This is an optimization exercise on Yosys and OpenROAD, whose aim is small area and a short achievable clock period, not a production implementation.
Power is estimated from default activity; no workload was simulated. The clock port is modelled as an ideal driver; clocking choices that lean on that would not hold on a real chip.

== the reference run ==
==> module shaping_v5, before the edit <==
module shaping_v5(
inp,shapedout,conf,clk,count,rst
    ,r1,r2);
    input [13:0] inp;
    input [11:0] conf;
    input clk;
    input rst;
    output [13:0] shapedout;
    output [11:0] count;
    output r1;
    output r2;
    parameter k = 100;
    parameter l = 200;
    localparam N = k+l+k+1;           
    wire [4:0] tau = conf[4:0];
    wire [4:0] m3  = conf[9:5];
    wire [1:0] sel = conf[11:10];
    reg [11:0] cnt;
    reg rst1;
    reg rst2;      
    reg rst2d;     
    reg [14*N-1:0] dline;
    reg signed [15:0] temp3;
    reg signed [22:0] acc4;
    reg signed [15:0] q3;
    reg signed [22:0] tmpS;
    reg signed [15:0] tmpT;
    reg [22:0] t6lo;
    reg [21:0] t6hi;
    reg signed [1:0] c6;
    reg [13:0] temp7;
    always @(posedge clk) begin
        if (rst)
            cnt <= 12'h001;
        else if (|cnt)
            cnt <= cnt + 1'b1;
        else
            cnt <= 12'h000;
    end
    always @(posedge clk) begin
        rst1  <= rst | (rst1 & (cnt < k+l+k+1));
        rst2  <= rst | rst1;
        rst2d <= rst2;
    end
    always @(posedge clk)
        dline <= {dline[14*(N-1)-1:0], inp};
    wire signed [15:0] d0   = {{2{dline[13]}}, dline[13:0]};
    wire signed [15:0] dk   = {{2{dline[14*k+13]}}, dline[14*k+:14]};
    wire signed [15:0] dkl  = {{2{dline[14*(k+l)+13]}}, dline[14*(k+l)+:14]};
    wire signed [15:0] dklk = {{2{dline[14*(k+l+k)+13]}}, dline[14*(k+l+k)+:14]};
    wire signed [23:0] w4 = {acc4, 1'b0};
    wire signed [23:0] w4s = w4 >>> tau;
    wire signed [22:0] temp5 = tmpS + {{7{tmpT[15]}}, tmpT};
    wire [24:0] lo_sum = {2'b00, t6lo} + {{2{temp5[22]}}, temp5};
    wire [21:0] t6hi_now = t6hi + {{20{c6[1]}}, c6};
    wire signed [44:0] temp6 = {t6hi_now, t6lo};
    always @(posedge clk)
        q3 <= dklk - dk - dkl;
    wire signed [15:0] t3next = d0 + q3;
    always @(posedge clk) begin
        if (rst2 | rst2d) begin
            temp3 <= 16'sd0;
            acc4  <= 23'sd0;
        end else begin
            temp3 <= t3next;
            acc4  <= acc4 + {{7{t3next[15]}}, t3next};
        end
    end
    always @(posedge clk) begin
        if (rst2) begin
            tmpS  <= 23'sd0;
            tmpT  <= 16'sd0;
            t6lo  <= 23'd0;
            t6hi  <= 22'd0;
            c6    <= 2'sd0;
        end else begin
            if (tau == 5'd0)
                tmpS <= acc4;
            else if (tau == 5'd31)
                tmpS <= 23'sd0;
            else
                tmpS <= w4s[22:0];
            tmpT  <= (tau == 5'd0) ? 16'sd0 : temp3;
            t6lo  <= lo_sum[22:0];
            t6hi  <= t6hi_now;
            c6    <= lo_sum[24:23];
        end
    end
    wire signed [13:0] inps = inp;
    reg signed [44:0] vsrc;
    always @(*)
        case (sel)
        2'd0: vsrc = inps;
        2'd1: vsrc = temp3;
        2'd2: vsrc = temp5;
        default: vsrc = temp6;
        endcase
    wire signed [44:0] vsh = vsrc >>> m3;
    always @(posedge clk) begin
        if (rst2)
            temp7 <= 14'd0;
        else
            temp7 <= vsh[13:0];
    end
    assign shapedout = temp7;
    assign count = cnt;
    assign r1 = rst1;
    assign r2 = rst2;
endmodule
Settings: LEC_CHECK=0, CAP_MARGIN=20, CORE_MARGIN=2, CORE_UTILIZATION=55, CTS_BUF_LIST=sky130_fd_sc_hd__clkbuf_16, CTS_CLUSTER_DIAMETER=110, CTS_CLUSTER_SIZE=30, SLEW_MARGIN=20; clock period 11.0 ns.
standard.sh (not shown) runs the stock make flow with config.mk's settings and CLKGATE_MAP_FILE= SYNTH_SCRIPT=/design/flow/synth_recipe.tcl, a recipe that flattens the netlist after the stock synthesis.
==> flow/flow/run.sh <==
#!/bin/bash
# Standard synthesis, then the standard layout with: a larger setup margin
# for timing repair, plain buffers (buf_4) on the ports instead of delay
# cells, and no dummy loads in clock tree synthesis. The clock period and
# constraints are unchanged.
set -euo pipefail
bash standard.sh synth > synth.log 2>&1
bash standard.sh SETUP_SLACK_MARGIN=7.6 \
  "BUFFER_PORTS_ARGS=-buffer_cell sky130_fd_sc_hd__buf_4" \
  "CTS_ARGS=-sink_clustering_enable -repair_clock_nets -sink_clustering_size 30 -sink_clustering_max_diameter 110 -buf_list sky130_fd_sc_hd__clkbuf_16 -dont_use_dummy_load" \
  finish > layout.log 2>&1
## Diff of input files: the trial run against the reference run
==> flow/design.v, changed modules only <==
module shaping_v5(
inp,shapedout,conf,clk,count,rst
    ,r1,r2);
    input [13:0] inp;
    input [11:0] conf;
    input clk;
    input rst;
    output [13:0] shapedout;
    output [11:0] count;
    output r1;
    output r2;
    parameter k = 100;
    parameter l = 200;
    localparam N = k+l+k+1;           
    wire [4:0] tau = conf[4:0];
    wire [4:0] m3  = conf[9:5];
    wire [1:0] sel = conf[11:10];
    reg [11:0] cnt;
    reg rst1;
    reg rst2;      
    reg rst7;      
    reg rst2d;     
    reg [14*N-1:0] dline;
    reg signed [15:0] temp3;
    reg signed [22:0] acc4;
    reg signed [15:0] q3;
    reg signed [22:0] tmpS;
    reg signed [15:0] tmpT;
    reg [22:0] t6lo;
    reg [21:0] t6hi;
    reg signed [1:0] c6;
    reg [13:0] temp7;
    always @(posedge clk) begin
        if (rst)
            cnt <= 12'h001;
        else if (|cnt)
            cnt <= cnt + 1'b1;
        else
            cnt <= 12'h000;
    end
    always @(posedge clk) begin
        rst1  <= rst | (rst1 & (cnt < k+l+k+1));
        rst2  <= rst | (rst1 & (cnt < k+l+k+2));
        rst7  <= rst | (rst1 & (cnt < k+l+k+7));
        rst2d <= rst7;
    end
    always @(posedge clk)
        dline <= {dline[14*(N-1)-1:0], inp};
    wire signed [15:0] d0   = {{2{dline[13]}}, dline[13:0]};
    wire signed [15:0] dk   = {{2{dline[14*k+13]}}, dline[14*k+:14]};
    wire signed [15:0] dkl  = {{2{dline[14*(k+l)+13]}}, dline[14*(k+l)+:14]};
    wire signed [15:0] dklk = {{2{dline[14*(k+l+k)+13]}}, dline[14*(k+l+k)+:14]};
    wire signed [23:0] w4 = {acc4, 1'b0};
    wire signed [23:0] w4s = w4 >>> tau;
    wire signed [22:0] temp5 = tmpS + {{7{tmpT[15]}}, tmpT};
    wire [24:0] lo_sum = {2'b00, t6lo} + {{2{tmpS[22]}}, tmpS} + {{9{tmpT[15]}}, tmpT};
    wire [21:0] t6hi_now = t6hi + {{20{c6[1]}}, c6};
    wire signed [44:0] temp6 = {t6hi_now, t6lo};
    always @(posedge clk)
        q3 <= dklk - dk - dkl;
    always @(posedge clk) begin
        if (rst7 | rst2d) begin
            temp3 <= 16'sd0;
            acc4  <= 23'sd0;
        end else begin
            temp3 <= d0 + q3;
            acc4  <= acc4 + {{7{d0[15]}}, d0} + {{7{q3[15]}}, q3};
        end
    end
    always @(posedge clk) begin
        if (rst7) begin
            tmpS  <= 23'sd0;
            tmpT  <= 16'sd0;
            t6lo  <= 23'd0;
            t6hi  <= 22'd0;
            c6    <= 2'sd0;
        end else begin
            if (tau == 5'd0)
                tmpS <= acc4;
            else if (tau == 5'd31)
                tmpS <= 23'sd0;
            else
                tmpS <= w4s[22:0];
            tmpT  <= (tau == 5'd0) ? 16'sd0 : temp3;
            t6lo  <= lo_sum[22:0];
            t6hi  <= t6hi_now;
            c6    <= lo_sum[24:23];
        end
    end
    wire signed [13:0] inps = inp;
    reg signed [44:0] vsrc;
    always @(*)
        case (sel)
        2'd0: vsrc = inps;
        2'd1: vsrc = temp3;
        2'd2: vsrc = temp5;
        default: vsrc = temp6;
        endcase
    wire signed [44:0] vsh = vsrc >>> m3;
    always @(posedge clk) begin
        if (rst7)
            temp7 <= 14'd0;
        else
            temp7 <= vsh[13:0];
    end
    assign shapedout = temp7;
    assign count = cnt;
    assign r1 = rst1;
    assign r2 = rst2;
endmodule
Notes after the runs:
- | number of vias in the routed layout | the trial run vs the reference run | worse |
- Looking at the trial run and the reference run, the total power is a wash.
- The trial run vs. the reference run: final net count went up by 1.6%.
- Diff the reference run -> the trial run | summed area of non-filler cells in the final layout | increase of about 0.6%
- Comparing number of logic stages on the critical path including buffering for the trial run and the reference run, the smaller number came from the trial run.
- Row minimum clock period: the trial run lower / the reference run higher
- Going from the reference run to the trial run, non-clock inverter total of the final layout grows by 21.
- Changes observed in the trial run relative to the reference run: multiplexer fraction of the synthesized cell area closely matched the old numbers, wire length increased by 2.1% relative to the old numbers, multi-input combinational area share increased by 0.44 points relative to the old numbers.
- Global-route usage over all layers delta (the reference run -> the trial run): insignificant
- Share of post-route cells with drive strength above 1 ended up 0.23 points lower on the trial run than on the reference run.
No functional check of the RTL was part of any run of this note.

## afterwards: timing with drivers on the ports
In the flow no input, the clock included, has a driving cell. The finished layouts below were timed again as built, in two steps.
Step 1 assumes that a clkbuf_16 drives the clock port and a buf_2 every other input.
Step 2 moves the port delays by t, midway between the first and last clock arrival at a register: inputs arrive t later, outputs are due t later. That takes back most of the time a late clock gives input paths.
Slacks: ideal / step 1 / step 2; pairs: ideal / step 1.
run	shift t [ns]	slack for setup (ns)	worst hold slack (ns)	slew at the worst register clock pin (ns)	cell pins on the clock port's net
the reference run	0.902	6.974 / 6.974 / 6.435	0.245 / 0.245 / 0.245	0.11 / 0.11	1
the trial run	0.881	7.039 / 7.039 / 6.485	0.249 / 0.249 / 0.249	0.11 / 0.11	1
After both steps every run listed still meets setup and hold. For the trial run, which loses most, drivers alone change the setup slack by 0.000 ns; drivers and shift together by -0.554 ns.
